This is an optimization exercise on Yosys and OpenROAD, whose aim is small area and a short achievable clock period, not a production implementation.
Only simulation tests tie the RTL to the original design; equivalence was not proved.
No activity file was given, so power comes from the tool's default toggle rates.

## flow/config.mk

```make
export PLATFORM = sky130hd
export DESIGN_NAME = mm2s_dds_modulator
export DESIGN_NICKNAME = mm2s_dds_modulator
export VERILOG_FILES = /design/flow/design.v
export SDC_FILE = /design/flow/constraint.sdc
export NUM_CORES = 4
export LEC_CHECK = 0
export CAP_MARGIN = 20
export CORE_MARGIN = 2
export CORE_UTILIZATION = 40
export CTS_CLUSTER_DIAMETER = 120
export CTS_CLUSTER_SIZE = 24
export SETUP_SLACK_MARGIN = 2.5
export SLEW_MARGIN = 20
```

## flow/constraint.sdc

```tcl
create_clock -name core_clock -period 5.5 [get_ports {S_AXI_CLK}]
set_input_delay 1.1000 -clock core_clock [delete_from_list [all_inputs] [get_ports {S_AXI_CLK}]]
set_output_delay 1.1000 -clock core_clock [all_outputs]
set_load 0.01 [all_outputs]
```

## flow/design.v

```verilog
package dds_modulator_pkg;
parameter FCLK_MHZ = 125;
parameter ENABLE_BIT = 0;
parameter DEBUG_BIT = 1;
parameter STATE_BITS = 3;    
parameter CONT_NO_MOD =     3'b?01;    
parameter CONT_MOD_FREC =   3'b111;
parameter CONT_MOD_PHASE =  3'b011;
parameter PULS_NO_MOD =     3'b?00;
parameter PULS_MOD_FREC =   3'b110;
parameter PULS_MOD_PHASE =  3'b010;
parameter PULS_NO_MOD_TB =     3'b000;
parameter CONT_NO_MOD_TB =  3'b001;    
parameter PERIOD_COUNTER_BITS = 15;
parameter PINC_BITS = 30;    
parameter BARKER_2 = 2'b10;
parameter BARKER_3 = 3'b110;
parameter BARKER_4 = 4'b1011;
parameter BARKER_5 = 5'b11101;
parameter BARKER_7 = 7'b1110010;
parameter BARKER_11 = 11'b11100010010;
parameter BARKER_13 = 13'b1111100110101;
parameter PHASE_OFFSET_180 = 536870911;
parameter MAX_DEBUG_PACKETS = 125000;
endpackage
`timescale 1ns / 1ps
module mm2s_dds_modulator(
    input wire          S_AXI_CLK,
    input wire          S_AXI_ARESETN,
    output wire         S_AXI_AWREADY,
    input wire   [31:0] S_AXI_AWADDR,
    input wire          S_AXI_AWVALID,
    output wire         S_AXI_WREADY,
    input wire   [31:0] S_AXI_WDATA,
    input wire   [3:0]  S_AXI_WSTRB,
    input wire          S_AXI_WVALID,
    input wire          S_AXI_BREADY,
    output wire  [1:0]  S_AXI_BRESP,
    output wire         S_AXI_BVALID,
    output wire         S_AXI_ARREADY,
    input wire   [31:0] S_AXI_ARADDR,
    input wire          S_AXI_ARVALID,
    input wire          S_AXI_RREADY,
    output wire  [31:0] S_AXI_RDATA,
    output wire  [1:0]  S_AXI_RRESP,
    output wire         S_AXI_RVALID,
    output wire dds_en_o,
    output wire [71:0] m_axis_modulation_tdata,
    output wire m_axis_modulation_tvalid,
    output wire m_axis_modulation_tlast,
    input wire m_axis_modulation_tready
);
    wire clk  = S_AXI_CLK;
    wire rstn = S_AXI_ARESETN;
    localparam [16:0] LFSR_LAST = 17'h1C742;
    reg w_data, w_resp;
    reg [2:0] widx;      
    always @(posedge clk) begin
        if (!rstn) begin
            w_data <= 1'b0;
            w_resp <= 1'b0;
        end else begin
            w_data <= w_data ? ~S_AXI_WVALID : (~w_resp & S_AXI_AWVALID);
            w_resp <= w_resp ? ~S_AXI_BREADY : (w_data & S_AXI_WVALID);
        end
    end
    assign S_AXI_AWREADY = ~(w_data | w_resp);
    assign S_AXI_WREADY  = w_data;
    assign S_AXI_BVALID  = w_resp;
    assign S_AXI_BRESP   = 2'b00;
    wire aw_bad = |S_AXI_AWADDR[1:0] | |S_AXI_AWADDR[7:5] | (S_AXI_AWADDR[4] & S_AXI_AWADDR[3]);
    always @(posedge clk)
        if (!w_data) widx <= aw_bad ? 3'd7 : S_AXI_AWADDR[4:2];
    wire wr = w_data & S_AXI_WVALID;
    wire we0 = wr & (widx == 3'd0);
    wire we1 = wr & (widx == 3'd1);
    wire we2 = wr & (widx == 3'd2);
    wire we3 = wr & (widx == 3'd3);
    wire we4 = wr & (widx == 3'd4);
    wire we5 = wr & (widx == 3'd5);
    reg [31:0] cfg0, cfg1, cfg2, cfg3, cfg4, cfg5;
    reg tlast_q;
    wire ld0 = rstn & we0, hd0 = rstn & ~we0;
    wire ld1 = rstn & we1, hd1 = rstn & ~we1;
    wire ld2 = rstn & we2, hd2 = rstn & ~we2;
    wire ld3 = rstn & we3, hd3 = rstn & ~we3;
    wire ld4 = rstn & we4, hd4 = rstn & ~we4;
    wire ld5 = rstn & we5, hd5 = rstn & ~we5;
    wire [31:0] wd = S_AXI_WDATA;
    wire [31:0] cfg0_n;
    assign cfg0_n[0]    = (ld0 & wd[0]) | (hd0 & cfg0[0]);
    assign cfg0_n[1]    = !rstn ? 1'b0 : cfg0[1] ? ~tlast_q : (we0 & wd[1]);
    assign cfg0_n[31:2] = ({30{ld0}} & wd[31:2]) | ({30{hd0}} & cfg0[31:2]);
    wire [31:0] cfg1_n = ({32{ld1}} & wd) | ({32{hd1}} & cfg1);
    wire [31:0] cfg2_n = ({32{ld2}} & wd) | ({32{hd2}} & cfg2);
    wire [31:0] cfg3_n = ({32{ld3}} & wd) | ({32{hd3}} & cfg3);
    wire [31:0] cfg4_n = ({32{ld4}} & wd) | ({32{hd4}} & cfg4);
    wire [31:0] cfg5_n = ({32{ld5}} & wd) | ({32{hd5}} & cfg5);
    always @(posedge clk) begin
        cfg0 <= cfg0_n;
        cfg1 <= cfg1_n;
        cfg2 <= cfg2_n;
        cfg3 <= cfg3_n;
        cfg4 <= cfg4_n;
        cfg5 <= cfg5_n;
    end
    reg r_valid;
    reg [31:0] rdata;
    always @(posedge clk) begin
        if (!rstn) r_valid <= 1'b0;
        else       r_valid <= r_valid ? ~S_AXI_RREADY : S_AXI_ARVALID;
    end
    assign S_AXI_ARREADY = ~r_valid;
    assign S_AXI_RVALID  = r_valid;
    assign S_AXI_RDATA   = rdata;
    assign S_AXI_RRESP   = 2'b00;
    wire ar_bad = |S_AXI_ARADDR[1:0] | |S_AXI_ARADDR[7:5];
    reg [31:0] rsel;
    always @(*) begin
        case (S_AXI_ARADDR[4:2])
            3'd0: rsel = cfg0;
            3'd1: rsel = cfg1;
            3'd2: rsel = cfg2;
            3'd3: rsel = cfg3;
            3'd4: rsel = cfg4;
            3'd5: rsel = cfg5;
            default: rsel = 32'd0;
        endcase
        if (ar_bad) rsel = 32'd0;
    end
    always @(posedge clk)
        if (!r_valid) rdata <= rsel;
    wire        en     = cfg0[0];
    wire        dbg    = cfg0[1];
    wire [2:0]  sb     = cfg1[2:0];
    wire [14:0] period = cfg2[14:0];
    wire [29:0] pinc   = cfg3[29:0];
    wire [29:0] phigh  = cfg4[29:0];
    wire [29:0] delta  = cfg5[29:0];
    wire [3:0]  bnum   = cfg5[31:28];
    reg  [14:0] pcnt;
    reg         ge_q;        
    reg  [29:0] mcnt;
    reg  [3:0]  bcnt;
    reg         sel_m_q;     
    reg         sel_p_q;     
    reg         offset_q;    
    reg  [16:0] lfsr;
    wire pto_n = sb[0] | ~ge_q;             
    wire [14:0] pcnt_inc = pcnt + 15'd1;
    wire [14:0] pcnt_n = (!rstn || (!sb[0] && pcnt == period)) ? 15'd0 :
                         (!sb[0] && en) ? pcnt_inc : pcnt;
    wire ge_n;
    dds_cmp_ge #(.W(15), .L(4)) u_ge (.a(pcnt_n), .b(cfg2_n[30:16]), .ge(ge_n));
    wire        ramp  = sb[2] & sb[1];
    wire        run   = en & sb[1] & pto_n;
    wire        mcmp;
    dds_cmp_ge #(.W(30), .L(5)) u_mcmp (.a(mcnt), .b(phigh), .ge(mcmp));
    wire [29:0] mstart = ramp ? pinc : 30'd0;
    wire [29:0] msum;
    dds_add #(.W(30), .L(5)) u_madd (.a(mcnt), .b(sb[2] ? delta : 30'd1), .s(msum));
    wire [29:0] mcnt_n = (run && !mcmp) ? msum : mstart;
    wire        barker_en = ~sb[2] & sb[1] & pto_n;
    wire        bwrap     = (bcnt == bnum - 4'd1);
    wire [3:0]  bcnt_inc  = bcnt + 4'd1;
    wire        bstep     = run & mcmp;
    wire [3:0]  bcnt_n    = (!barker_en) ? 4'd0 : !bstep ? bcnt : bwrap ? 4'd0 : bcnt_inc;
    wire [15:0] code_n    = {3'b000, cfg5_n[12:0]};
    wire        code_hold = code_n[bcnt];
    wire        code_inc  = bwrap ? code_n[0] : code_n[bcnt_inc];
    wire        code_bit  = (!barker_en) ? code_n[0] : bstep ? code_inc : code_hold;
    wire        bmode_n   = ~cfg1_n[2] & cfg1_n[1];
    wire        offset_n  = bmode_n & ~code_bit;
    wire        pon_n  = cfg1_n[0] | ~ge_n;
    wire        ramp_n = cfg1_n[2] & cfg1_n[1];
    wire        cnt_go  = rstn & m_axis_modulation_tready & en & dbg & ~tlast_q;
    wire [16:0] lfsr_n  = cnt_go ? {lfsr[15:0], ~(lfsr[16] ^ lfsr[13])} : 17'd0;
    wire        tlast_n = cnt_go & (lfsr == LFSR_LAST);
    always @(posedge clk) begin
        pcnt     <= pcnt_n;
        ge_q     <= ge_n;
        mcnt     <= mcnt_n;
        bcnt     <= bcnt_n;
        offset_q <= offset_n;
        sel_m_q  <= ramp_n & pon_n;
        sel_p_q  <= ~ramp_n & pon_n;
        lfsr     <= lfsr_n;
        tlast_q  <= tlast_n;
    end
    assign dds_en_o = en;
    assign m_axis_modulation_tvalid = en & m_axis_modulation_tready;
    assign m_axis_modulation_tlast  = tlast_q;
    assign m_axis_modulation_tdata  = {7'b0, ~sb[0] & ge_q, 2'b00, 1'b0, {29{offset_q}}, 2'b00,
                                       ({30{sel_m_q}} & mcnt) | ({30{sel_p_q}} & pinc)};
endmodule
module dds_cmp_ge #(parameter W = 15, parameter L = 4) (
    input  [W-1:0] a,
    input  [W-1:0] b,
    output         ge
);
    localparam N = 1 << L;
    wire [N*(L+1)-1:0] gt, lt;
    genvar i, l;
    generate
        for (i = 0; i < N; i = i + 1) begin : lv0
            if (i < W) begin : leaf
                assign gt[i] = a[i] & ~b[i];
                assign lt[i] = ~a[i] & b[i];
            end else begin : pad
                assign gt[i] = 1'b0;
                assign lt[i] = 1'b0;
            end
        end
        for (l = 0; l < L; l = l + 1) begin : lv
            for (i = 0; i < N; i = i + 1) begin : nd
                if (i < (N >> (l + 1))) begin : node
                    assign gt[(l+1)*N + i] = gt[l*N + 2*i + 1] | (~lt[l*N + 2*i + 1] & gt[l*N + 2*i]);
                    assign lt[(l+1)*N + i] = lt[l*N + 2*i + 1] | (~gt[l*N + 2*i + 1] & lt[l*N + 2*i]);
                end else begin : unused
                    assign gt[(l+1)*N + i] = 1'b0;
                    assign lt[(l+1)*N + i] = 1'b0;
                end
            end
        end
    endgenerate
    assign ge = ~lt[L*N];
endmodule
module dds_add #(parameter W = 30, parameter L = 5) (
    input  [W-1:0] a,
    input  [W-1:0] b,
    output [W-1:0] s
);
    wire [W*(L+1)-1:0] g, p;
    genvar i, l;
    generate
        for (i = 0; i < W; i = i + 1) begin : lv0
            assign g[i] = a[i] & b[i];
            assign p[i] = a[i] ^ b[i];
        end
        for (l = 0; l < L; l = l + 1) begin : lv
            for (i = 0; i < W; i = i + 1) begin : nd
                if ((i >> l) & 1) begin : node
                    assign g[(l+1)*W + i] = g[l*W + i] | (p[l*W + i] & g[l*W + ((i >> l) << l) - 1]);
                    assign p[(l+1)*W + i] = p[l*W + i] & p[l*W + ((i >> l) << l) - 1];
                end else begin : pass
                    assign g[(l+1)*W + i] = g[l*W + i];
                    assign p[(l+1)*W + i] = p[l*W + i];
                end
            end
        end
    endgenerate
    assign s = p[W-1:0] ^ {g[L*W +: W-1], 1'b0};
endmodule
```

## flow/flow/run.sh

```bash
#!/bin/bash
set -e
HERE=$(pwd)
mkdir -p "$HERE/scripts_alt"
for f in "$FLOW_HOME"/scripts/*; do ln -sf "$f" "$HERE/scripts_alt/"; done
rm -f "$HERE/scripts_alt/abc_speed.script"
cp "$HERE/flow/abc_speed.script" "$HERE/scripts_alt/abc_speed.script"
export SCRIPTS_DIR="$HERE/scripts_alt"
export BUFFER_PORTS_ARGS="-buffer_cell sky130_fd_sc_hd__buf_1"
cp standard.sh standard_sh.log
bash standard.sh > standard.log 2>&1
```

## flow/flow/abc_speed.script

```
&get -n
&st
&dch
&nf
&put
buffer -c
topo
stime -c
upsize -c
dnsize -c
```

## flow/standard.sh

```bash
#!/bin/bash
# synth_recipe.tcl (not shown) runs the flow's synth.tcl, then flattens the netlist and writes it again
# the make line also repeats each setting of config.mk as NAME=value (left out here)
make -C /OpenROAD-flow-scripts/flow DESIGN_CONFIG=/design/flow/config.mk WORK_HOME=/design/flow/orfs CLKGATE_MAP_FILE= SYNTH_SCRIPT=/design/flow/synth_recipe.tcl "${@:-finish}"
```

==> results.sh, run 1 <==
export IMPL_grt_pass1_vias=11115
export IMPL_tns_ns=0
export IMPL_place_area_mm2=0.0146
export IMPL_syn_inst=1377
export IMPL_min_delay_path_class="register to register"
export IMPL_grtUsageTotal=0.241
export IMPL_fin_crit_ns=2.94
export IMPL_ys_seq_elements=301
export IMPL_drtPass1Iterations=6
export IMPL_crit_fanout=8
export IMPL_setup_viol=0
export IMPL_ys_warn_count=3
export IMPL_crit_path_start_kind="register"
export IMPL_grt_first_pass_wirelength_um=67000
export IMPL_synth_edf_count=35
export IMPL_clock_sink_count=301
export IMPL_p_total_w=0.00374
export IMPL_final_hold_violation_count=0
export IMPL_instances_no_fill=1950
export IMPL_drc=0
export IMPL_drtAntennaViolNets=0
export IMPL_p_per_area_mw_per_mm2=237
export IMPL_tightest_slew_ns=1.04
export IMPL_core_area_mm2=0.0343
export IMPL_viasPerCell=6.02
export IMPL_leakage_nw=5.69
export IMPL_cts_buffers=16
export IMPL_antenna_found_initial=1
export IMPL_yosys_area_top_type_share=0.385
export IMPL_syn_area_mm2=0.0138
export IMPL_grt_overflow_total=0
export IMPL_hold_path_cell_count=1
export IMPL_wl_um=45000
export IMPL_place_detailed_instances=1891
export IMPL_grt_max_degree=39
export IMPL_yosys_top_cells_area="dfxtp_1, a22o_1, edfxtp_1, ha_1, buf_4"
export IMPL_nNetsFinal=1631
export IMPL_final_cell_area_mm2=0.0158
export IMPL_cts_tree="built"
export IMPL_cts_buffer_depth=3
export IMPL_post_route_util=0.460
export IMPL_cts_root_buffer="clkbuf_16"
export IMPL_wl_per_cell_um=23.1
export IMPL_num_io_pins=224
export IMPL_die_h_um=190
export IMPL_clkLatencyLatePin_ns=0.52
export IMPL_fillers=3202
export IMPL_seq_area_frac_synth=0.462
export IMPL_vdd_drop_max_mv=0.213
export IMPL_status="complete, no violations"
export IMPL_die_area_mm2=0.0360
export IMPL_hpwl_um=28500
export IMPL_rows=68
export IMPL_gp_congestion=0.857
export IMPL_initial_core_util=0.403
export IMPL_r2r_cells=14
export IMPL_clock_skew_ns=0.0283
export IMPL_slew_headroom=0.308
export IMPL_max_clock_freq_mhz=340
export IMPL_drv_slew=0
export IMPL_period_share=0.535
export IMPL_area_growth_syn_to_layout_pct=14.2
export IMPL_arrival_ns=3.33
export IMPL_vias=11738
export IMPL_clk_pin_slew_ns=0.10
export IMPL_synth_cell_types=70
export IMPL_end_kind="register"
export IMPL_n_antenna_cell=0
export IMPL_crit_type="register to register"
export IMPL_drv_cap=0
export IMPL_synth_ff_type="dfxtp_1"
export IMPL_drtIter0Drc=1181
export IMPL_die_w_um=190
export IMPL_layout_drive_gt1_share=0.112
export IMPL_ys_async_sr_fraction=0
export IMPL_required_ns=5.89
export IMPL_portBuffers=155
export IMPL_h_tree_depth=1
export IMPL_grt_setup_unrepaired="true"
export IMPL_yosysTopAreaCell="dfxtp_1"
export IMPL_syn_area_per_cell_um2=10.0
==> registers in the layout (all words and copies together) (netlist names), 4 cells and up <==
name and cells:
cfg0 32, cfg1 32, cfg2 32, cfg3 32, cfg4 32, cfg5 32
rdata 32, mcnt 30, lfsr 17, pcnt 15, bcnt 4
==> worst max-delay path, stage by stage (launching register included) <==
cell	delay (ns)
dfxtp_4	0.40
buf_8	0.16
and2_1	0.18
ha_1	0.20
a21oi_2	0.18
o21ai_4	0.10
a21oi_4	0.26
o31ai_4	0.12
a221o_1	0.43
buf_6	0.16
a21oi_4	0.15
buf_12	0.14
o21bai_1	0.07
xnor2_1	0.17
o21ai_0	0.09
==> cell usage in the layout (no fill, tap or decap), types with 5 or more instances in the layout <==
cell type / instances
buf_1: 153
buf_6: 6
a21o_1: 7
conb_1: 16
nand4_1: 7
o21ai_1: 8
and2_1: 46
a21oi_2: 6
a31oi_1: 44
o21ai_0: 53
nor2_2: 6
a21oi_1: 32
nor4_2: 6
o31ai_1: 8
dfxtp_1: 256
maj3_1: 7
ha_4: 5
a22oi_1: 41
clkbuf_1: 8
ha_1: 26
edfxtp_1: 35
nand2_2: 5
clkbuf_16: 19
a22o_1: 209
a22o_4: 5
xnor2_1: 31
nand2b_1: 22
a222oi_1: 32
nor2b_1: 20
mux4_2: 5
nand3_1: 39
nand2_1: 58
nor2_1: 27
xor2_1: 31
dfxtp_2: 7
buf_4: 43
inv_1: 37
nor3_1: 23
==> power by group <==
part	internal, W	total, W	switching, W
Sequential	0.00223	0.00224	0.00000801
Combinational	0.0000356	0.000174	0.000138
Clock	0.000584	0.00133	0.000744
==> synth_stat cells (5+ instances only) <==
library cell / instances
buf_4: 46
inv_1: 40
a22oi_1: 41
nor4_1: 8
a22o_1: 213
a31oi_1: 44
nand4_1: 7
o31ai_1: 10
buf_1: 6
a222oi_1: 32
clkbuf_1: 73
a21o_1: 7
xnor2_1: 31
o21ai_0: 60
nand2_1: 64
a21oi_1: 40
nor3_1: 24
maj3_1: 7
xor2_1: 31
nor3b_1: 7
ha_1: 31
mux4_2: 5
nor2_1: 34
nand2b_1: 24
fa_1: 5
and2_1: 49
buf_2: 8
dfxtp_1: 266
nor2b_1: 20
nand3_1: 39
edfxtp_1: 35
==> timing repair <==
item,CTS,global route
pin swaps,8,24
hold buffers,0,0
endpoints found under the setup margin,48,19
gates cloned,2,2
setup buffers,11,18
resized for setup,35,57
==> routing by layer <==
| metal | routed length, um | GRT usage |
|---|---|---|
| met1 | 19700 | 0.333 |
| met2 | 20400 | 0.388 |
| met3 | 3480 | 0.0352 |
| met4 | 1460 | 0.0796 |
| met5 | 13 | 0 |
==> final cells by class <==
cell class / count / area (um2) / share of cell area
multi-input cells: 919 / 7080 / 0.449
flip-flops and latches: 301 / 6400 / 0.405
repair buffers: 209 / 1110 / 0.0703
well taps: 455 / 569 / 0.0361
clock buffers: 25 / 455 / 0.0289
inverters: 40 / 154 / 0.00975
clock inverters: 1 / 16.3 / 0.00103
==> logic make-up after synthesis <==
| kind of cell | after synthesis | synth area share |
|---|---|---|
| other cells | 1 | 0.000271 |
| fa+ha+maj | 43 | 0.0404 |
| simple gates | 304 | 0.119 |
| compound gates | 484 | 0.268 |
| flops | 301 | 0.462 |
| mux | 8 | 0.0104 |
| xor+xnor | 62 | 0.0393 |
| buf+inv | 174 | 0.0610 |
==> worst paths after layout <==
| check | start | endpoint | slack, ns |
|---|---|---|---|
| worst max-delay path | cfg1[2] | mcnt[26] | 2.56 |
| worst min register to register | lfsr[11] | lfsr[12] | 0.45 |
| worst max register to register | cfg1[2] | mcnt[26] | 2.56 |
| worst min-delay path | lfsr[11] | lfsr[12] | 0.45 |
==> through the flow <==
step | hold WS [ns] | setup WS, ns
final | 0.454 | 2.56
after global routing | 0.476 | 2.41
after CTS | 0.456 | 2.51
after floorplan | 0.420 | 2.50
after global placement | 0.427 | 1.33
after detailed placement | 0.433 | 1.25
==> run 2, diff against run 1 <==
--- a/flow/flow/run.sh
+++ b/flow/flow/run.sh
@@ -8,4 +8,5 @@
 export SCRIPTS_DIR="$HERE/scripts_alt"
 export BUFFER_PORTS_ARGS="-buffer_cell sky130_fd_sc_hd__buf_1"
+export SKIP_GATE_CLONING=1
 cp standard.sh standard_sh.log
 bash standard.sh > standard.log 2>&1
==> run 2 against run 1 <==
Still clean on timing, DRC and antenna. Register-to-register slack worse by 0.05 ns. Cell area down 0.61%. Critical path depth unchanged. Non-clock buffer count down 7. Area after synthesis unchanged. Clock power about the same.
==> results.sh, run 2 <==
export IMPL_drtPass1Iterations=10
export IMPL_syn_inst=1377
export IMPL_drv_slew=0
export IMPL_max_clock_freq_mhz=334
export IMPL_vdd_drop_max_mv=0.213
export IMPL_place_detailed_instances=1891
export IMPL_grt_first_pass_wirelength_um=67000
export IMPL_portBuffers=155
export IMPL_n_antenna_cell=0
export IMPL_fin_crit_ns=3.00
export IMPL_nNetsFinal=1622
export IMPL_die_h_um=190
export IMPL_clock_skew_ns=0.0230
export IMPL_final_hold_violation_count=0
export IMPL_synth_ff_type="dfxtp_1"
export IMPL_syn_area_mm2=0.0138
export IMPL_final_cell_area_mm2=0.0157
export IMPL_drv_cap=0
export IMPL_cts_tree="built"
export IMPL_wl_um=45100
export IMPL_instances_no_fill=1941
export IMPL_r2r_setup_slack_ns=2.50
export IMPL_wl_per_cell_um=23.2
export IMPL_hpwl_um=28500
export IMPL_synth_common_cells="dfxtp_1, a22o_1, clkbuf_1"
export IMPL_seq_area_frac_synth=0.462
export IMPL_antenna_found_initial=1
export IMPL_min_delay_path_class="register to register"
export IMPL_met3_usage=0.0354
export IMPL_grt_use_met1=0.333
export IMPL_rows=68
export IMPL_syn_area_per_cell_um2=10.0
export IMPL_worst_path_max_delay_cell="a221o_1"
export IMPL_clock_sink_count=301
export IMPL_gp_congestion=0.857
export IMPL_crit_buf_inv=3
export IMPL_r2r_cells=14
export IMPL_setup_viol=0
export IMPL_grt_setup_unrepaired="true"
export IMPL_clkLatencyLatePin_ns=0.52
export IMPL_final_common_cell="dfxtp_1"
export IMPL_viasPerCell=6.02
export IMPL_cp_cell_sequence="buf_8 -> and2_1 -> ha_1 -> a21oi_2 -> o21ai_4 -> a21oi_4 -> o31ai_4 -> a221o_1 -> buf_6 -> a21oi_4 -> buf_12 -> o21ai_0 -> xnor2_1 -> o21ai_0"
export IMPL_fillers=3207
export IMPL_area_growth_syn_to_layout_pct=13.5
export IMPL_crit_fanout=8
export IMPL_r2r_end="mcnt[28]"
export IMPL_core_area_mm2=0.0343
export IMPL_drc=0
export IMPL_p_total_w=0.00375
export IMPL_crit_path_start_kind="register"
export IMPL_end_kind="register"
export IMPL_grt_util_met2=0.388
export IMPL_post_synth_top_count_cell="dfxtp_1"
export IMPL_yosys_area_top_type_share=0.385
export IMPL_place_area_mm2=0.0146
export IMPL_rr_startpoint="cfg1[2]"
export IMPL_cts_buffers=16
export IMPL_multiInputGateArea_mm2=0.00704
export IMPL_clk_pin_slew_ns=0.10
export IMPL_period_share=0.545
export IMPL_gr_max_usage_layer="met2"
export IMPL_arrival_ns=3.43
export IMPL_setup_ws_ns=2.50
export IMPL_final_cell_mix="dfxtp_1, a22o_1, buf_1"
export IMPL_grt_overflow_total=0
export IMPL_tightest_slew_ns=1.05
export IMPL_p_per_area_mw_per_mm2=239
export IMPL_initial_core_util=0.403
export IMPL_slew_headroom=0.298
export IMPL_cts_buffer_depth=3
export IMPL_h_tree_depth=1
export IMPL_pre_cts_slack_ns=1.25
export IMPL_grtUsageTotal=0.241
export IMPL_required_ns=5.93
export IMPL_cts_hold_buffers=0
export IMPL_yosys_top_cells_area="dfxtp_1, a22o_1, edfxtp_1, ha_1, buf_4"
export IMPL_critPathTopFamily="compound AO/OA/AOI/OAI gates"
export IMPL_layout_drive_gt1_share=0.104
export IMPL_hold_path_cell_count=1
export IMPL_grt_pass1_vias=11130
export IMPL_ys_async_sr_fraction=0
export IMPL_ys_seq_elements=301
export IMPL_crit_type="register to register"
export IMPL_drtIter0Drc=1311
export IMPL_tns_ns=0
export IMPL_die_area_mm2=0.0360
export IMPL_regArea_mm2=0.00639
export IMPL_cts_root_buffer="clkbuf_16"
export IMPL_die_w_um=190
export IMPL_slowest_delay_ns=0.43
export IMPL_vias=11693
export IMPL_synth_cell_types=70
export IMPL_synth_edf_count=35
export IMPL_num_io_pins=224
export IMPL_grt_max_degree=39
export IMPL_ys_warn_count=3
export IMPL_leakage_nw=5.64
export IMPL_worst_hold_startpoint="lfsr[11]"
export IMPL_hold_end="lfsr[12]"
export IMPL_yosysTopAreaCell="dfxtp_1"
export IMPL_drtAntennaViolNets=0
export IMPL_status="complete, no violations"
==> run 2: cell count changes in the layout (fill, tap and decap cells not counted), sizes merged <==
| cell | before | now |
|---|---|---|
| nand2b | 25 | 24 |
| buf | 207 | 202 |
| clkbuf | 27 | 25 |
| o21a | 5 | 4 |
==> run 2: timing repair <==
action,CTS,global route
resized for setup,34,56
endpoints found under the setup margin,48,24
buffers inserted,14,10
pin swaps,8,22
==> run 2: where the power goes <==
part / switching (W) / internal (W) / leakage, nW
clock network: 0.000749 / 0.000584 / 0.226
registers: 0.00000770 / 0.00223 / 2.52
logic: 0.000138 / 0.0000350 / 2.89
==> run 2: final cells by class <==
cell class,instances,share of cell area
Clock buffer,25,0.0290
Tap cell,455,0.0363
Clock inverter,1,0.00104
Sequential cell,301,0.408
Timing Repair Buffer,202,0.0671
Multi-Input combinational cell,917,0.449
Inverter,40,0.00981
==> run 2: worst reg2reg max path: cells and delay by family, from the launching register on <==
kind                       cells  cell delay [ns]
xor gates and xnor gates       1             0.15
adders and majority gates      1             0.20
AOI/OAI and AO/OA              8             1.51
DFF                            1             0.40
and+or+nand+nor                1             0.19
buffers and inverters          3             0.46
==> run 2: kinds of logic (layout without fill, tap and decap cells) <==
family	Yosys count	count (layout)	share of synthesized area
AO/OA/AOI/OAI	484	484	0.268
XOR/XNOR	62	62	0.0393
adder cells (fa/ha/maj)	43	43	0.0404
buffers and inverters	174	268	0.0610
flip-flops	301	301	0.462
multiplexers	8	8	0.0104
other	1	16	0.000271
AND/OR/NAND/NOR	304	304	0.119
==> run 2: through the flow <==
stage,util,hold WS [ns]
6_report,0.457,0.453
5_1_grt,0.457,0.477
4_1_cts,0.448,0.456
3_5_place_dp,0.426,0.433
3_3_place_gp,0.426,0.427
2_1_floorplan,-,0.420
==> run 2: how the worst max path moves through the flow <==
| stage | startpoint | endpoint | slack (ns) | cells past startpoint |
|---|---|---|---|---|
| floorplan | S_AXI_WVALID | offset_q | 2.50 | 10 |
| global placement | S_AXI_ARESETN | offset_q | 1.33 | 11 |
| detailed placement | S_AXI_ARESETN | offset_q | 1.25 | 11 |
| CTS | mcnt[2] | bcnt[3] | 2.51 | 9 |
| global route | cfg1[2] | mcnt[25] | 2.41 | 14 |
| finish | cfg1[2] | mcnt[28] | 2.50 | 14 |
==> run 2: per-layer routing <==
metal | share of wire | wire length (um)
met4 | 0.034 | 1520
met3 | 0.081 | 3650
met1 | 0.44 | 19600
met2 | 0.45 | 20300
met5 | 0.00029 | 13
==> run 3, diff against run 2 <==
--- a/flow/design.v
+++ b/flow/design.v
@@ -115,20 +115,17 @@
     assign S_AXI_RDATA   = rdata;
     assign S_AXI_RRESP   = 2'b00;
-    wire ar_bad = |S_AXI_ARADDR[1:0] | |S_AXI_ARADDR[7:5];
-    reg [31:0] rsel;
-    always @(*) begin
-        case (S_AXI_ARADDR[4:2])
-            3'd0: rsel = cfg0;
-            3'd1: rsel = cfg1;
-            3'd2: rsel = cfg2;
-            3'd3: rsel = cfg3;
-            3'd4: rsel = cfg4;
-            3'd5: rsel = cfg5;
-            default: rsel = 32'd0;
-        endcase
-        if (ar_bad) rsel = 32'd0;
-    end
+    wire ar_ok = ~|S_AXI_ARADDR[1:0] & ~|S_AXI_ARADDR[7:5] & ~r_valid;
+    wire [2:0] ra = S_AXI_ARADDR[4:2];
+    wire rs0 = ar_ok & (ra == 3'd0);
+    wire rs1 = ar_ok & (ra == 3'd1);
+    wire rs2 = ar_ok & (ra == 3'd2);
+    wire rs3 = ar_ok & (ra == 3'd3);
+    wire rs4 = ar_ok & (ra == 3'd4);
+    wire rs5 = ar_ok & (ra == 3'd5);
+    wire [31:0] rdata_n = ({32{r_valid}} & rdata) |
+                          ({32{rs0}} & cfg0) | ({32{rs1}} & cfg1) | ({32{rs2}} & cfg2) |
+                          ({32{rs3}} & cfg3) | ({32{rs4}} & cfg4) | ({32{rs5}} & cfg5);
     always @(posedge clk)
-        if (!r_valid) rdata <= rsel;
+        rdata <= rdata_n;
     wire        en     = cfg0[0];
     wire        dbg    = cfg0[1];
--- a/flow/flow/run.sh
+++ b/flow/flow/run.sh
@@ -8,5 +8,4 @@
 export SCRIPTS_DIR="$HERE/scripts_alt"
 export BUFFER_PORTS_ARGS="-buffer_cell sky130_fd_sc_hd__buf_1"
-export SKIP_GATE_CLONING=1
 cp standard.sh standard_sh.log
 bash standard.sh > standard.log 2>&1
==> run 3 against run 2 <==
Clock skew down 0.0014 ns. Sequential power down 2%. Final cell count down 0.72%. Fmax up 0.21%. Non-clock buffer count down 15. Total power down 3.4%. Still clean on timing, DRC and antenna. Largest cell class unchanged. Largest power group unchanged. Routed wire length down 1.3%. First-iteration DRC count down 7.1%. Critical path type is now input pin to register. Global-route usage down 0.24 points. Hold slack better by 0.0070 ns.
==> results.sh, run 3 <==
export IMPL_rr_startpoint="w_data"
export IMPL_vias=11775
export IMPL_switchingPower_w=0.000845
export IMPL_drv_cap=0
export IMPL_instances_no_fill=1927
export IMPL_p_total_w=0.00362
export IMPL_synth_common_cells="dfxtp_1, a22o_1, nand3_1"
export IMPL_grt_overflow_total=0
export IMPL_cts_buffer_depth=3
export IMPL_clk_pin_slew_ns=0.10
export IMPL_syn_inst=1389
export IMPL_grt_first_pass_wirelength_um=66600
export IMPL_worst_path_max_delay_cell="or3_4"
export IMPL_internal_power_w=0.00277
export IMPL_drc=0
export IMPL_gp_congestion=0.875
export IMPL_yosys_top_cells_area="dfxtp_1, a22o_1, a222oi_1, ha_1, nand3_1"
export IMPL_status="complete, no violations"
export IMPL_initial_core_util=0.407
export IMPL_critPathTopFamily="compound AO/OA/AOI/OAI gates"
export IMPL_n_antenna_cell=0
export IMPL_die_w_um=189
export IMPL_cts_hold_buffers=0
export IMPL_hpwl_um=28800
export IMPL_layout_drive_gt1_share=0.0778
export IMPL_seq_area_frac_synth=0.444
export IMPL_grtUsageTotal=0.239
export IMPL_place_detailed_instances=1894
export IMPL_crit_end="sel_p_q"
export IMPL_slowest_delay_ns=0.42
export IMPL_switching_share=0.234
export IMPL_regArea_mm2=0.00607
export IMPL_crit_fanout=4
export IMPL_synth_ff_type="dfxtp_1"
export IMPL_slew_headroom=0.335
export IMPL_holdWs_ns=0.460
export IMPL_ys_seq_elements=301
export IMPL_viasPerCell=6.11
export IMPL_crit_start="S_AXI_WVALID"
export IMPL_portBuffers=155
export IMPL_post_synth_top_count_cell="dfxtp_1"
export IMPL_antenna_found_initial=1
export IMPL_p_clk_frac=0.360
export IMPL_nNetsFinal=1622
export IMPL_drtPass1Iterations=9
export IMPL_leakage_nw=5.61
export IMPL_fin_crit_ns=2.99
export IMPL_ys_warn_count=3
export IMPL_crit_path_start_kind="input pin"
export IMPL_crit_buf_inv=1
export IMPL_yosysTopAreaCell="dfxtp_1"
export IMPL_synth_cell_types=79
export IMPL_grt_pass1_vias=10958
export IMPL_wl_um=44500
export IMPL_power_frac_seq=0.604
export IMPL_r2r_cells=9
export IMPL_final_common_cell="dfxtp_1"
export IMPL_drtAntennaViolNets=0
export IMPL_arrival_ns=3.38
export IMPL_yosys_area_top_type_share=0.438
export IMPL_fillers=3200
export IMPL_cts_tree="built"
export IMPL_num_io_pins=224
export IMPL_multiInputGateArea_mm2=0.00699
export IMPL_final_cell_mix="dfxtp_1, a22o_1, buf_1"
export IMPL_grt_max_degree=37
export IMPL_tns_ns=0
export IMPL_p_per_area_mw_per_mm2=239
export IMPL_clock_sink_count=301
export IMPL_drv_slew=0
export IMPL_r2r_setup_slack_ns=2.60
export IMPL_max_clock_freq_mhz=334
export IMPL_final_hold_violation_count=0
export IMPL_vdd_drop_max_mv=0.157
export IMPL_drtIter0Drc=1218
export IMPL_synth_edf_count=3
export IMPL_cts_root_buffer="clkbuf_16"
export IMPL_ys_async_sr_fraction=0
export IMPL_wl_per_cell_um=23.1
export IMPL_cp_cell_sequence="buf_12 -> nand2_8 -> nor4b_4 -> nor2_4 -> a22o_4 -> or3_4 -> a2111oi_4 -> o311ai_2 -> a211oi_2 -> a21boi_1"
export IMPL_r2r_end="sel_p_q"
export IMPL_end_kind="register"
export IMPL_grt_setup_unrepaired="true"
export IMPL_clock_skew_ns=0.0216
export IMPL_cp_depth=10
export IMPL_post_route_util=0.452
export IMPL_period_share=0.544
export IMPL_die_area_mm2=0.0356
export IMPL_area_growth_syn_to_layout_pct=11.2
export IMPL_h_tree_depth=1
export IMPL_rows=67
export IMPL_setup_viol=0
export IMPL_die_h_um=189
export IMPL_syn_area_per_cell_um2=9.81
export IMPL_clkLatencyLatePin_ns=0.51
export IMPL_cts_buffers=16
export IMPL_core_area_mm2=0.0335
export IMPL_min_delay_path_class="register to register"
export IMPL_syn_area_mm2=0.0136
export IMPL_tightest_slew_ns=0.996
export IMPL_pwr_share_comb=0.036
export IMPL_crit_type="input pin to register"
export IMPL_required_ns=5.89
==> run 3: changes by cell type after synthesis, sizes merged, moves of 8 or more <==
cell and change:
a22o -8, edfxtp -32, a22oi -24, nand3 +38, a21oi -8, a31oi -24, a222oi +33, dfxtp +32
xor2 -13, inv +12, a211oi +10, xnor2 +12
==> run 3: power groups by stage <==
stage / clock network (W) / registers [W] / logic, W
4_1_cts: 0.00133 / 0.00219 / 0.000119
3_3_place_gp: 0 / 0.00224 / 0.000113
6_report: 0.00130 / 0.00219 / 0.000130
3_5_place_dp: 0 / 0.00224 / 0.000114
5_1_grt: 0.00140 / 0.00219 / 0.000135
2_1_floorplan: 0 / 0.00224 / 0.0000512
==> run 3: area by class of cell <==
class	count	share of cell area
clock inverter	1	0.00107
timing repair buffer	187	0.0583
inverter	53	0.0136
sequential	301	0.400
multi-input combinational	919	0.461
clock buffer	18	0.0283
tap	448	0.0370
==> run 3: worst min path at each step <==
stage,startpoint,slack (ns),to,depth (start not counted)
floorplan,lfsr[12],0.42,lfsr[13],1
global placement,lfsr[10],0.43,lfsr[11],1
detailed placement,cfg3[30],0.44,rdata[30],2
CTS,cfg3[30],0.46,rdata[30],2
global route,lfsr[11],0.48,lfsr[12],1
finish,lfsr[11],0.46,lfsr[12],1
==> run 3: kinds of logic after synthesis <==
| family | share of synthesized area |
|---|---|
| other | 0.000275 |
| xor gates and xnor gates | 0.0392 |
| buffers and inverters | 0.0663 |
| adders and majority gates | 0.0365 |
| and+or+nand+nor | 0.129 |
| DFF | 0.444 |
| AOI/OAI and AO/OA | 0.276 |
| muxes | 0.00798 |
==> run 3: per-stage QoR <==
stage / area [um2] / setup WS (ns)
after detailed placement: 14400 / 1.45
after floorplan: 13700 / 2.49
final: 15200 / 2.51
after global routing: 15200 / 2.44
after global placement: 14400 / 1.48
after CTS: 15000 / 2.52
==> run 3: layer usage <==
metal  wire (um)  global-route usage
met1       19900               0.328
met2       20000               0.383
met3        3170              0.0348
met4        1510              0.0841
met5           0                   0
==> run 3: worst reg2reg max path, cell delays in order, from the launching register on <==
cell and delay (ns):
dfxtp_1 0.57, nand2_8 0.08, nor4b_4 0.35, nor2_4 0.13, a22o_4 0.27, or3_4 0.42
a2111oi_4 0.36, o311ai_2 0.14, a211oi_2 0.35, a21boi_1 0.10
==> run 3: what timing repair did <==
action	in CTS	in global routing
setup buffers	3	8
pin swaps	4	12
cloned	2	1
endpoints found under the setup margin	31	22
gates resized for setup	25	24
==> run 4, diff against run 3 <==
--- a/flow/flow/run.sh
+++ b/flow/flow/run.sh
@@ -8,4 +8,5 @@
 export SCRIPTS_DIR="$HERE/scripts_alt"
 export BUFFER_PORTS_ARGS="-buffer_cell sky130_fd_sc_hd__buf_1"
+export SKIP_GATE_CLONING=1
 cp standard.sh standard_sh.log
 bash standard.sh > standard.log 2>&1
==> flow/flow/abc_speed.script (replaced) <==
&get -n
&st
&dch
&nf
&put
buffer -c
topo
stime -c
dnsize -c
==> run 4 against run 3 <==
Global-route usage about the same. Flip-flop and latch count unchanged. Via count about the same. Clock power about the same. Clock skew down 0.0031 ns. Clock-buffer cell count unchanged. Register-to-register slack better by 0.05 ns. Total power down 0.25%. Hold slack worse by 0.0025 ns. Sequential power about the same. Non-clock buffer count up 12. Routed wire length up 0.17%.
==> results.sh, run 4 <==
export IMPL_final_hold_violation_count=0
export IMPL_status="complete, no violations"
export IMPL_hpwl_um=28300
export IMPL_end_kind="register"
export IMPL_final_cell_area_mm2=0.0153
export IMPL_grt_overflow_total=0
export IMPL_required_ns=5.89
export IMPL_antenna_found_initial=3
export IMPL_drv_slew=0
export IMPL_nNetsFinal=1631
export IMPL_synth_edf_count=3
export IMPL_crit_fanout=16
export IMPL_syn_area_per_cell_um2=9.72
export IMPL_core_area_mm2=0.0334
export IMPL_clock_sink_count=301
export IMPL_yosys_area_top_type_share=0.442
export IMPL_rows=67
export IMPL_wl_per_cell_um=23.0
export IMPL_grt_pass1_vias=10919
export IMPL_num_io_pins=224
export IMPL_ys_warn_count=3
export IMPL_drtAntennaViolNets=0
export IMPL_setup_viol=0
export IMPL_cts_buffers=16
export IMPL_drtIter0Drc=1220
export IMPL_crit_type="input pin to register"
export IMPL_syn_inst=1389
export IMPL_die_area_mm2=0.0353
export IMPL_vias=11780
export IMPL_p_per_area_mw_per_mm2=236
export IMPL_worst_hold_startpoint="cfg3[30]"
export IMPL_r2r_end="offset_q"
export IMPL_die_w_um=188
export IMPL_fillers=3225
export IMPL_crit_path_start_kind="input pin"
export IMPL_ys_async_sr_fraction=0
export IMPL_clk_pin_slew_ns=0.10
export IMPL_clock_skew_ns=0.0185
export IMPL_synth_ff_type="dfxtp_1"
export IMPL_gp_congestion=0.892
export IMPL_setup_ws_ns=2.56
export IMPL_r2r_setup_slack_ns=2.65
export IMPL_instances_no_fill=1938
export IMPL_r2r_cells=12
export IMPL_seq_area_frac_synth=0.448
export IMPL_tightest_slew_ns=0.928
export IMPL_cts_tree="built"
export IMPL_vdd_drop_max_mv=0.184
export IMPL_viasPerCell=6.08
export IMPL_fin_crit_ns=2.94
export IMPL_cts_buffer_depth=3
export IMPL_drc=0
export IMPL_rr_startpoint="widx[0]"
export IMPL_final_common_cell="dfxtp_1"
export IMPL_die_h_um=188
export IMPL_cts_root_buffer="clkbuf_16"
export IMPL_yosysTopAreaCell="dfxtp_1"
export IMPL_grtUsageTotal=0.239
export IMPL_period_share=0.534
export IMPL_grt_max_degree=61
export IMPL_ys_seq_elements=301
export IMPL_wl_um=44600
export IMPL_tns_ns=0
export IMPL_arrival_ns=3.32
export IMPL_portBuffers=155
export IMPL_synth_common_cells="dfxtp_1, a22o_1, clkbuf_1"
export IMPL_drtPass1Iterations=6
export IMPL_place_detailed_instances=1894
export IMPL_hold_end="rdata[30]"
export IMPL_grt_setup_unrepaired="true"
export IMPL_final_cell_mix="dfxtp_1, a22o_1, buf_1"
export IMPL_syn_area_mm2=0.0135
export IMPL_slew_headroom=0.381
export IMPL_initial_core_util=0.405
export IMPL_place_area_mm2=0.0143
export IMPL_yosys_top_cells_area="dfxtp_1, a22o_1, a222oi_1, nand3_1, ha_1"
export IMPL_leakage_nw=5.66
export IMPL_post_synth_top_count_cell="dfxtp_1"
export IMPL_drv_cap=0
export IMPL_h_tree_depth=1
export IMPL_hold_path_cell_count=2
export IMPL_layout_drive_gt1_share=0.0866
export IMPL_synth_cell_types=63
export IMPL_clkLatencyLatePin_ns=0.52
export IMPL_area_growth_syn_to_layout_pct=13.0
export IMPL_pre_cts_slack_ns=1.12
export IMPL_min_delay_path_class="register to register"
export IMPL_max_clock_freq_mhz=340
export IMPL_grt_first_pass_wirelength_um=66300
run 4: cell types whose count changed in the layout (fill, tap and decap cells not counted), sizes merged:
cell and delta:
clkinvlp +2, nand2b -1, nor3 -1, and2b -1, buf +12, diode +1, inv -1, nor2b +1
o21a -1
run 4: how the worst max path moves through the flow:
stage / start / endpoint / slack (ns) / depth (start not counted)
floorplan: S_AXI_WVALID / sel_p_q / 2.37 / 9
global placement: S_AXI_ARESETN / sel_p_q / 1.15 / 9
detailed placement: S_AXI_ARESETN / sel_p_q / 1.12 / 9
CTS: cfg5[0] / mcnt[29] / 2.51 / 13
global route: S_AXI_ARESETN / offset_q / 2.48 / 13
finish: S_AXI_WVALID / sel_m_q / 2.56 / 10
run 4: power by group:
group	switching, W	internal [W]	total (W)
registers	0.00000342	0.00218	0.00219
clock network	0.000735	0.000564	0.00130
logic	0.0000991	0.0000264	0.000126
total	0.000838	0.00277	0.00361
run 4: through the flow:
step	total power, W	hold WS [ns]	util
6_report	0.00361	0.458	0.458
2_1_floorplan	0.00229	0.420	-
3_5_place_dp	0.00235	0.442	0.430
4_1_cts	0.00362	0.458	0.450
3_3_place_gp	0.00235	0.431	0.430
5_1_grt	0.00371	0.490	0.458
run 4: cells by family (layout without fill, tap and decap cells):
family | count (synthesis) | after routing | synth area share
muxes | 7 | 7 | 0.00806
adders and majority gates | 37 | 37 | 0.0369
DFF | 301 | 301 | 0.448
AOI/OAI and AO/OA | 472 | 472 | 0.277
xor gates and xnor gates | 61 | 61 | 0.0396
and+or+nand+nor | 323 | 323 | 0.125
buffers and inverters | 187 | 272 | 0.0646
other | 1 | 17 | 0.000278
run 4: metal layers:
layer  global-route usage  vias up  share of wire  wire length [um]
met4               0.0666        4          0.018               812
met3               0.0318       57          0.082              3640
li1                     -     5427              -                 -
met1                0.338     5747           0.44             19800
met5                    0        -        0.00069                31
met2                0.382      545           0.46             20300
run 4: layout make-up:
cell class | instances | area [um2] | share of cell area
tap | 448 | 561 | 0.0367
sequential | 301 | 6070 | 0.398
inverter | 53 | 203 | 0.0133
timing repair buffer | 199 | 1030 | 0.0676
antenna | 1 | 2.50 | 0.000164
multi-input combinational | 916 | 6950 | 0.455
clock buffer | 18 | 429 | 0.0281
clock inverter | 2 | 16.3 | 0.00107
run 4: critical path, stage by stage:
cell       delay [ns]
buf_12           0.11
nand2_8          0.06
nor4b_4          0.06
and2_2           0.35
a22o_1           0.27
or3_4            0.37
a2111oi_4        0.37
o311ai_2         0.17
a211oi_2         0.33
a21oi_1          0.12
run 4: what timing repair did:
action	4_1_cts	5_1_grt
endpoints found under the hold margin	0	0
resized for setup	35	29
setup endpoints to repair	45	33
setup buffers	13	10
hold buffers	0	0
pin swaps	9	11
==> run 5, diff against run 4 <==
==> flow/flow/abc_speed.script (replaced) <==
&get -n
&st
&dch
&nf
&put
==> run 5 against run 4 <==
Still clean. Cell area is 1.5% higher. Non-clock buffer count is 7 higher. Critical path depth is 3 higher. First-iteration DRC count is 6.8% higher. Flip-flop and latch count stayed put. Worst setup slack worse by 0.020 ns. Final cell count stayed put. Combinational power hardly changed. Sequential power hardly changed.
==> results.sh, run 5 <==
export IMPL_synth_ff_type="dfxtp_1"
export IMPL_portBuffers=155
export IMPL_synth_edf_count=3
export IMPL_die_h_um=185
export IMPL_synth_xor_area_frac=0.0406
export IMPL_synthSimpleGateAreaFrac=0.129
export IMPL_slew_headroom=0.371
export IMPL_grt_setup_unrepaired="true"
export IMPL_crit_fanout=6
export IMPL_grt_first_pass_wirelength_um=61400
export IMPL_synth_top_family_by_area="compound AO/OA/AOI/OAI gates"
export IMPL_status="complete, no violations"
export IMPL_pre_cts_slack_ns=1.38
export IMPL_seq_area_frac_synth=0.460
export IMPL_h_tree_depth=1
export IMPL_hpwl_um=26200
export IMPL_clkLatencyLatePin_ns=0.51
export IMPL_wl_per_cell_um=21.1
export IMPL_yosys_top_cells_area="dfxtp_1, a22o_1, a222oi_1, nand3_1, ha_1"
export IMPL_r2r_setup_slack_ns=2.54
export IMPL_clock_skew_ns=0.0225
export IMPL_clock_sink_count=301
export IMPL_worst_path_max_delay_cell="o31a_1"
export IMPL_crit_type="register to register"
export IMPL_fin_crit_ns=2.96
export IMPL_synth_compound_area_frac=0.284
export IMPL_required_ns=5.92
export IMPL_p_per_area_mw_per_mm2=232
export IMPL_cts_buffer_depth=3
export IMPL_cts_root_buffer="clkbuf_16"
export IMPL_vdd_drop_max_mv=0.151
export IMPL_final_hold_violation_count=0
export IMPL_clk_pin_slew_ns=0.10
export IMPL_syn_area_mm2=0.0132
export IMPL_drv_cap=0
export IMPL_setup_viol=0
export IMPL_yosys_area_top_type_share=0.453
export IMPL_crit_path_start_kind="register"
export IMPL_rows=66
export IMPL_cts_buffers=16
export IMPL_post_synth_top_count_cell="dfxtp_1"
export IMPL_viasPerCell=5.92
export IMPL_synth_common_cells="dfxtp_1, a22o_1, nand3_1"
export IMPL_final_common_cell="dfxtp_1"
export IMPL_setup_ws_ns=2.54
export IMPL_end_kind="register"
export IMPL_drtPass1Iterations=8
export IMPL_wl_um=40900
export IMPL_slowest_delay_ns=0.41
export IMPL_p_total_w=0.00360
export IMPL_initial_core_util=0.406
export IMPL_cp_common_cell="a21oi_4"
export IMPL_cp_cell_sequence="buf_6 -> and2_4 -> ha_4 -> a21oi_4 -> o21ai_2 -> a21oi_4 -> o211ai_1 -> buf_4 -> a31oi_4 -> o31a_1 -> nor2b_1 -> o21a_1 -> o31ai_1"
export IMPL_place_detailed_instances=1888
export IMPL_vias=11468
export IMPL_core_area_mm2=0.0325
export IMPL_ys_warn_count=3
export IMPL_crit_buf_inv=2
export IMPL_synthMuxAreaShare=0.00827
export IMPL_critPathTopFamily="compound AO/OA/AOI/OAI gates"
export IMPL_drtAntennaViolNets=0
export IMPL_arrival_ns=3.38
export IMPL_syn_inst=1300
export IMPL_drtIter0Drc=1303
export IMPL_grt_pass1_vias=10775
export IMPL_tns_ns=0
export IMPL_layout_drive_gt1_share=0.103
export IMPL_synth_cell_types=59
export IMPL_syn_area_per_cell_um2=10.1
export IMPL_num_io_pins=224
export IMPL_final_cell_mix="dfxtp_1, a22o_1, buf_1"
export IMPL_cts_hold_buffers=0
export IMPL_antenna_found_initial=1
export IMPL_die_area_mm2=0.0344
export IMPL_area_growth_syn_to_layout_pct=17.6
export IMPL_grtUsageTotal=0.227
export IMPL_grt_overflow_total=0
export IMPL_ys_seq_elements=301
export IMPL_grt_max_degree=33
export IMPL_instances_no_fill=1938
export IMPL_post_route_util=0.477
export IMPL_ys_async_sr_fraction=0
export IMPL_leakage_nw=5.48
export IMPL_nNetsFinal=1638
export IMPL_drc=0
export IMPL_die_w_um=185
export IMPL_period_share=0.538
export IMPL_drv_slew=0
export IMPL_n_antenna_cell=0
export IMPL_synthAdderAreaFrac=0.0378
export IMPL_min_delay_path_class="register to register"
export IMPL_gp_congestion=0.859
export IMPL_cts_tree="built"
export IMPL_yosysTopAreaCell="dfxtp_1"
export IMPL_max_clock_freq_mhz=338
export IMPL_tightest_slew_ns=0.936
run 5: cell types whose count changed after synthesis, moves of 4 or more:
cell	before	now
buf_1	4	0
and2_0	0	47
inv_1	52	0
clkinv_1	1	53
and2_1	47	0
clkbuf_1	84	0
run 5: metal layers:
layer / routed length, um / global-route usage / vias up
met1: 18900 / 0.323 / 5599
met3: 2440 / 0.0325 / 54
met5: 0 / 0 / -
li1: - / - / 5415
met2: 18200 / 0.351 / 400
met4: 1220 / 0.0740 / 0
run 5: path summary, 6_finish.rpt:
check / startpoint / end / depth (start not counted)
hold / removal: lfsr[14] / lfsr[15] / 1
setup / recovery: cfg1[2] / mcnt[25] / 13
hold reg to reg: lfsr[14] / lfsr[15] / 1
setup reg to reg: cfg1[2] / mcnt[25] / 13
run 5: area by class of cell:
cell class / count / area [um2]
well taps: 442 / 553
repair buffers: 206 / 1040
clock inverters: 1 / 16.3
inverters: 53 / 205
clock buffers: 19 / 433
flip-flops and latches: 301 / 6070
multi-input cells: 916 / 7170
fillers: 3111 / 17000
run 5: cells by family (layout without fill, tap and decap cells):
logic type	Yosys count	after routing
muxes	7	7
and+or+nand+nor	323	323
AOI/OAI and AO/OA	472	472
DFF	301	301
xor gates and xnor gates	61	61
buffers and inverters	98	279
other	1	16
adders and majority gates	37	37
run 5: timing repair:
item | 4_1_cts | 5_1_grt
resized for setup | 26 | 57
pin swaps | 10 | 32
endpoints found under the setup margin | 51 | 35
buffers inserted | 17 | 13
run 5: per-stage QoR:
stage / instance area, um2 / hold slack, ns
2_1_floorplan: 13400 / 0.422
3_3_place_gp: 14500 / 0.432
3_5_place_dp: 14500 / 0.438
4_1_cts: 15100 / 0.461
5_1_grt: 15500 / 0.488
6_report: 15500 / 0.454
run 5: power by group:
part | leakage [nW] | total [W] | switching, W | internal (W)
Combinational | 2.83 | 0.000124 | 0.0000972 | 0.0000267
Clock | 0.219 | 0.00129 | 0.000723 | 0.000567
Sequential | 2.43 | 0.00219 | 0.00000375 | 0.00218
Total | 5.48 | 0.00360 | 0.000823 | 0.00278
==> run 6, diff against run 5 <==
==> flow/flow/abc_speed.script (replaced) <==
&get -n
&st
&dch
&nf
&put
buffer -c
topo
stime -c
upsize -c
dnsize -c
==> run 6 against run 5 <==
Hold slack improved by 0.0060 ns. Routed wire length rose by 7.9%. Flip-flop and latch count did not move. Final cell count fell by 0.52%. Area after synthesis rose by 3.5%. Die area rose by 3.4%. Synthesized cell count rose by 6.8%. Clock-buffer cell count fell by 1.
==> results.sh, run 6 <==
export IMPL_multiInputGateArea_mm2=0.00695
export IMPL_cts_hold_buffers=0
export IMPL_initial_core_util=0.407
export IMPL_holdWs_ns=0.460
export IMPL_syn_area_mm2=0.0136
export IMPL_cts_buffers=16
export IMPL_synth_edf_count=3
export IMPL_required_ns=5.89
export IMPL_wl_per_cell_um=22.9
export IMPL_yosysTopAreaCell="dfxtp_1"
export IMPL_nNetsFinal=1623
export IMPL_syn_area_per_cell_um2=9.81
export IMPL_rr_startpoint="cfg5[0]"
export IMPL_portBuffers=155
export IMPL_vias=11758
export IMPL_r2r_end="mcnt[29]"
export IMPL_ys_warn_count=3
export IMPL_yosys_area_top_type_share=0.438
export IMPL_synth_ff_type="dfxtp_1"
export IMPL_drtIter0Drc=1216
export IMPL_instances_no_fill=1928
export IMPL_arrival_ns=3.37
export IMPL_internal_power_w=0.00278
export IMPL_h_tree_depth=1
export IMPL_vdd_drop_max_mv=0.158
export IMPL_hpwl_um=28800
export IMPL_wl_um=44100
export IMPL_p_clk_frac=0.360
export IMPL_rows=67
export IMPL_fin_crit_ns=2.98
export IMPL_layout_drive_gt1_share=0.0770
export IMPL_grt_overflow_total=0
export IMPL_antenna_found_initial=1
export IMPL_fillers=3201
export IMPL_slew_headroom=0.321
export IMPL_final_cell_mix="dfxtp_1, a22o_1, buf_1"
export IMPL_grt_pass1_vias=10938
export IMPL_seq_area_frac_synth=0.444
export IMPL_n_antenna_cell=0
export IMPL_yosys_top_cells_area="dfxtp_1, a22o_1, a222oi_1, ha_1, nand3_1"
export IMPL_final_hold_violation_count=0
export IMPL_final_common_cell="dfxtp_1"
export IMPL_grt_max_degree=37
export IMPL_post_synth_top_count_cell="dfxtp_1"
export IMPL_area_growth_syn_to_layout_pct=11.3
export IMPL_die_h_um=189
export IMPL_drtPass1Iterations=6
export IMPL_crit_fanout=4
export IMPL_drv_cap=0
export IMPL_clk_pin_slew_ns=0.10
export IMPL_crit_path_start_kind="input pin"
export IMPL_num_io_pins=224
export IMPL_regArea_mm2=0.00607
export IMPL_syn_inst=1389
export IMPL_crit_type="input pin to register"
export IMPL_switching_share=0.233
export IMPL_r2r_setup_slack_ns=2.62
export IMPL_grt_setup_unrepaired="true"
export IMPL_setup_viol=0
export IMPL_tightest_slew_ns=1.02
export IMPL_ys_seq_elements=301
export IMPL_switchingPower_w=0.000844
export IMPL_cts_root_buffer="clkbuf_16"
export IMPL_synth_cell_types=79
export IMPL_cts_tree="built"
export IMPL_clock_sink_count=301
export IMPL_gp_congestion=0.875
export IMPL_max_clock_freq_mhz=335
export IMPL_end_kind="register"
export IMPL_drc=0
export IMPL_pwr_share_comb=0.036
export IMPL_core_area_mm2=0.0335
export IMPL_r2r_cells=13
export IMPL_grt_first_pass_wirelength_um=66000
export IMPL_worst_hold_startpoint="lfsr[11]"
export IMPL_ys_async_sr_fraction=0
export IMPL_leakage_nw=5.62
export IMPL_die_area_mm2=0.0356
export IMPL_clkLatencyLatePin_ns=0.51
export IMPL_tns_ns=0
export IMPL_synth_common_cells="dfxtp_1, a22o_1, nand3_1"
export IMPL_status="complete, no violations"
export IMPL_place_detailed_instances=1894
export IMPL_clock_skew_ns=0.0183
export IMPL_p_per_area_mw_per_mm2=239
export IMPL_hold_path_cell_count=1
export IMPL_hold_end="lfsr[12]"
export IMPL_period_share=0.542
export IMPL_viasPerCell=6.10
export IMPL_drv_slew=0
export IMPL_grtUsageTotal=0.236
export IMPL_drtAntennaViolNets=0
export IMPL_min_delay_path_class="register to register"
export IMPL_power_frac_seq=0.604
export IMPL_die_w_um=189
export IMPL_cts_buffer_depth=3
[run 6: logic make-up after synthesis]
logic type / synth area share
xor gates and xnor gates: 0.0392
muxes: 0.00798
and+or+nand+nor: 0.129
adders and majority gates: 0.0365
other: 0.000275
DFF: 0.444
buffers and inverters: 0.0663
AOI/OAI and AO/OA: 0.276
[run 6: per-stage QoR]
step | worst slack (ns) | util | area [um2] | total power, W
after floorplan | 2.49 | - | 13700 | 0.00229
after global placement | 1.48 | 0.429 | 14400 | 0.00235
after global routing | 2.45 | 0.453 | 15200 | 0.00372
after CTS | 2.52 | 0.445 | 14900 | 0.00363
final | 2.52 | 0.453 | 15200 | 0.00362
after detailed placement | 1.45 | 0.429 | 14400 | 0.00235
[run 6: worst max path at each step]
| stage | from | endpoint | slack (ns) | cells past startpoint |
|---|---|---|---|---|
| after floorplan | S_AXI_ARESETN | offset_q | 2.49 | 11 |
| after global placement | S_AXI_ARESETN | offset_q | 1.48 | 11 |
| after detailed placement | S_AXI_ARESETN | offset_q | 1.45 | 11 |
| after CTS | S_AXI_WVALID | offset_q | 2.52 | 10 |
| after global routing | S_AXI_WVALID | sel_p_q | 2.45 | 10 |
| final | S_AXI_WVALID | sel_p_q | 2.52 | 10 |
[run 6: layer usage]
metal  track usage  wire (um)  vias up
li1              -          -     5399
met1         0.327      20000     5808
met2         0.379      19800      469
met3        0.0311       2930       82
met4        0.0808       1370        0
met5             0          0        -
[run 6: power groups by stage]
stage / Combinational [W] / Sequential, W / Clock (W)
after floorplan: 0.0000512 / 0.00224 / 0
after global placement: 0.000113 / 0.00224 / 0
after detailed placement: 0.000114 / 0.00224 / 0
after CTS: 0.000115 / 0.00219 / 0.00133
after global routing: 0.000135 / 0.00219 / 0.00140
final: 0.000129 / 0.00219 / 0.00130
[run 6: timing repair]
item,CTS,global route
gates resized for setup,23,22
buffers inserted,2,13
pin swaps,4,12
setup endpoints to repair,31,22
[run 6: layout make-up]
class	instances	area share
Multi-Input combinational cell	916	0.458
Sequential cell	301	0.400
Timing Repair Buffer	191	0.0624
Tap cell	448	0.0369
Clock buffer	18	0.0283
Inverter	53	0.0134
Clock inverter	1	0.00107
[run 6: worst max-delay path, cell delays in order]
cell and delay [ns]:
buf_12 0.09, nand2_8 0.05, nor4b_4 0.35, nor2_4 0.13, a22o_4 0.27, or3_4 0.42
a2111oi_4 0.36, o311ai_2 0.14, a211oi_2 0.35, a21boi_1 0.10
==> run 7, diff against run 6 <==
==> flow/flow/abc_speed.script (replaced) <==
&get -n
&st
&dch
&nf
&put
buffer -c
topo
stime -c
dnsize -c
--- a/flow/config.mk
+++ b/flow/config.mk
@@ -8,6 +8,6 @@
 export CAP_MARGIN = 20
 export CORE_MARGIN = 2
-export CORE_UTILIZATION = 40
-export CTS_CLUSTER_DIAMETER = 120
+export CORE_UTILIZATION = 55
+export CTS_CLUSTER_DIAMETER = 100
 export CTS_CLUSTER_SIZE = 24
 export SETUP_SLACK_MARGIN = 2.5
==> run 7 against run 6 <==
Sequential power about the same. Fmax fell by 1.3%. Via count increased by 0.76%. Clock power about the same. Clock-buffer cell count unchanged. Synthesized cell count stayed put. Die area decreased by 27%. Non-clock buffer count grew 18. Critical endpoint is now mcnt[29]. Clock skew grew 0.011 ns. Worst setup slack worse by 0.040 ns. First-iteration DRC count rose by 12%.
==> results.sh, run 7 <==
export IMPL_status="complete, no violations"
export IMPL_tns_ns=0
export IMPL_setup_viol=0
export IMPL_post_synth_top_count_cell="dfxtp_1"
export IMPL_p_total_w=0.00359
export IMPL_gp_congestion=0.933
export IMPL_syn_area_per_cell_um2=9.72
export IMPL_die_area_mm2=0.0258
export IMPL_multiInputGateArea_mm2=0.00702
export IMPL_vdd_drop_max_mv=0.208
export IMPL_min_delay_path_class="register to register"
export IMPL_h_tree_depth=1
export IMPL_viasPerCell=6.50
export IMPL_core_area_mm2=0.0242
export IMPL_cts_buffer_depth=3
export IMPL_grt_first_pass_wirelength_um=63500
export IMPL_rr_startpoint="cfg1[2]"
export IMPL_crit_start="cfg1[2]"
export IMPL_drv_cap=0
export IMPL_antenna_found_initial=1
export IMPL_n_antenna_cell=0
export IMPL_crit_fanout=6
export IMPL_place_area_mm2=0.0142
export IMPL_nNetsFinal=1641
export IMPL_ys_seq_elements=301
export IMPL_layout_drive_gt1_share=0.0975
export IMPL_grt_pass1_vias=11025
export IMPL_clkLatencyLatePin_ns=0.51
export IMPL_vias=11847
export IMPL_crit_type="register to register"
export IMPL_drc=0
export IMPL_final_cell_mix="dfxtp_1, a22o_1, buf_1"
export IMPL_die_h_um=161
export IMPL_tightest_slew_ns=1.04
export IMPL_grtUsageTotal=0.310
export IMPL_final_hold_violation_count=0
export IMPL_clock_sink_count=301
export IMPL_seq_area_frac_synth=0.448
export IMPL_end_kind="register"
export IMPL_synth_common_cells="dfxtp_1, a22o_1, clkbuf_1"
export IMPL_fillers=2176
export IMPL_die_w_um=161
export IMPL_hold_path_cell_count=1
export IMPL_cts_buffers=16
export IMPL_period_share=0.549
export IMPL_drtPass1Iterations=7
export IMPL_drtAntennaViolNets=0
export IMPL_wl_um=42200
export IMPL_clock_skew_ns=0.0291
export IMPL_required_ns=5.90
export IMPL_rows=57
export IMPL_arrival_ns=3.42
export IMPL_r2r_end="mcnt[29]"
export IMPL_p_per_area_mw_per_mm2=236
export IMPL_grt_setup_unrepaired="true"
export IMPL_slew_headroom=0.305
export IMPL_clk_pin_slew_ns=0.10
export IMPL_drtIter0Drc=1358
export IMPL_slowest_delay_ns=0.45
export IMPL_max_clock_freq_mhz=331
export IMPL_r2r_cells=14
export IMPL_grt_overflow_total=0
export IMPL_syn_inst=1389
export IMPL_synth_ff_type="dfxtp_1"
export IMPL_num_io_pins=224
export IMPL_yosys_top_cells_area="dfxtp_1, a22o_1, a222oi_1, nand3_1, ha_1"
export IMPL_synth_cell_types=63
export IMPL_wl_per_cell_um=23.2
export IMPL_synth_edf_count=3
export IMPL_yosysTopAreaCell="dfxtp_1"
export IMPL_ys_warn_count=3
export IMPL_pre_cts_slack_ns=1.56
export IMPL_crit_path_start_kind="register"
export IMPL_portBuffers=155
export IMPL_drv_slew=0
export IMPL_final_cell_area_mm2=0.0152
export IMPL_area_growth_syn_to_layout_pct=12.7
export IMPL_cts_root_buffer="clkbuf_16"
export IMPL_crit_end="mcnt[29]"
export IMPL_cts_tree="built"
export IMPL_fin_crit_ns=3.02
export IMPL_ys_async_sr_fraction=0
export IMPL_final_common_cell="dfxtp_1"
export IMPL_setup_ws_ns=2.48
export IMPL_worst_path_max_delay_cell="o31a_1"
export IMPL_regArea_mm2=0.00607
export IMPL_yosys_area_top_type_share=0.442
export IMPL_syn_area_mm2=0.0135
export IMPL_cp_cell_sequence="buf_6 -> nand2b_4 -> ha_4 -> inv_2 -> fa_2 -> o21ai_4 -> a21oi_2 -> o211ai_1 -> buf_4 -> a31oi_4 -> o31a_1 -> o31ai_2 -> xnor2_1 -> o21ai_1"
export IMPL_leakage_nw=5.67
export IMPL_grt_max_degree=37
export IMPL_initial_core_util=0.557
export IMPL_hpwl_um=27900
export IMPL_r2r_setup_slack_ns=2.48
[run 7: changes by cell type after synthesis, sizes merged]
cell    change
nor2b       +1
and2b       -1
clkbuf      +8
buf         -8
[run 7: layer usage]
layer,wire (um),global-route usage
met1,19100,0.459
met2,18400,0.475
met3,3520,0.0431
met4,1210,0.0885
met5,13,0
[run 7: cells by family (layout without fill, tap and decap cells)]
logic type / after synthesis / in the layout / synth area share
muxes: 7 / 7 / 0.00806
xor gates and xnor gates: 61 / 61 / 0.0396
buffers and inverters: 187 / 281 / 0.0646
adders and majority gates: 37 / 37 / 0.0369
DFF: 301 / 301 / 0.448
AOI/OAI and AO/OA: 472 / 472 / 0.277
other: 1 / 16 / 0.000278
and+or+nand+nor: 323 / 323 / 0.125
[run 7: power by group]
group          switching (W)  internal [W]  total, W
clock network       0.000716      0.000564   0.00128
logic              0.0000996     0.0000279  0.000127
registers         0.00000354       0.00218   0.00219
[run 7: how the worst min path moves through the flow]
| stage | slack, ns | from | to |
|---|---|---|---|
| 2_1_floorplan | 0.42 | lfsr[12] | lfsr[13] |
| 3_3_place_gp | 0.43 | lfsr[1] | lfsr[2] |
| 3_5_place_dp | 0.44 | lfsr[6] | lfsr[7] |
| 4_1_cts | 0.46 | lfsr[5] | lfsr[6] |
| 5_1_grt | 0.47 | lfsr[10] | lfsr[11] |
| 6_report | 0.45 | lfsr[11] | lfsr[12] |
[run 7: layout make-up]
type	instances	share of cell area
Clock buffer	18	0.0282
Clock inverter	1	0.00107
Inverter	53	0.0132
Multi-Input combinational cell	916	0.461
Sequential cell	301	0.399
Tap cell	324	0.0266
Timing Repair Buffer	209	0.0706
[run 7: repair_timing]
item	in CTS	in global routing
endpoints found under the setup margin	27	22
pin swaps	7	24
resized for setup	27	42
hold buffers	0	0
buffers inserted	11	15
[run 7: stage by stage]
stage	cells	util	hold slack (ns)
6_report	1822	0.628	0.454
5_1_grt	1822	0.628	0.473
2_1_floorplan	1404	-	0.420
3_3_place_gp	1777	0.587	0.428
3_5_place_dp	1777	0.587	0.443
4_1_cts	1807	0.614	0.457
[run 7: worst max-delay path, delay by kind of cell (launching register included)]
kind,cells,cell delay (ns)
flip-flops,1,0.36
AND/OR/NAND/NOR,1,0.06
XOR/XNOR,1,0.15
buffers and inverters,3,0.34
adder cells (fa/ha/maj),2,0.50
AO/OA/AOI/OAI,7,1.50

-- afterwards: timing with drivers on the ports --
In the flow no input, the clock included, has a driving cell. The finished layouts below were timed again as built, in two steps. Step 1 assumes that a clkbuf_16 drives the clock port and a buf_2 every other input. Step 2 also shifts input and output timing later by t, the mid clock arrival at the registers, as if the neighbouring blocks saw the same clock. Three values: no drivers, after step 1, after step 2; two values: the first two.
run	t, ns	setup slack, ns
run 1	0.558	2.556 / 2.556 / 2.036
run 2	0.559	2.503 / 2.503 / 2.049
run 3	0.556	2.510 / 2.496 / 1.940
run 4	0.561	2.563 / 2.569 / 2.008
run 5	0.550	2.543 / 2.543 / 2.049
run 6	0.557	2.518 / 2.505 / 1.947
run 7	0.540	2.479 / 2.479 / 2.075
After both steps setup and hold are still met in every run listed.
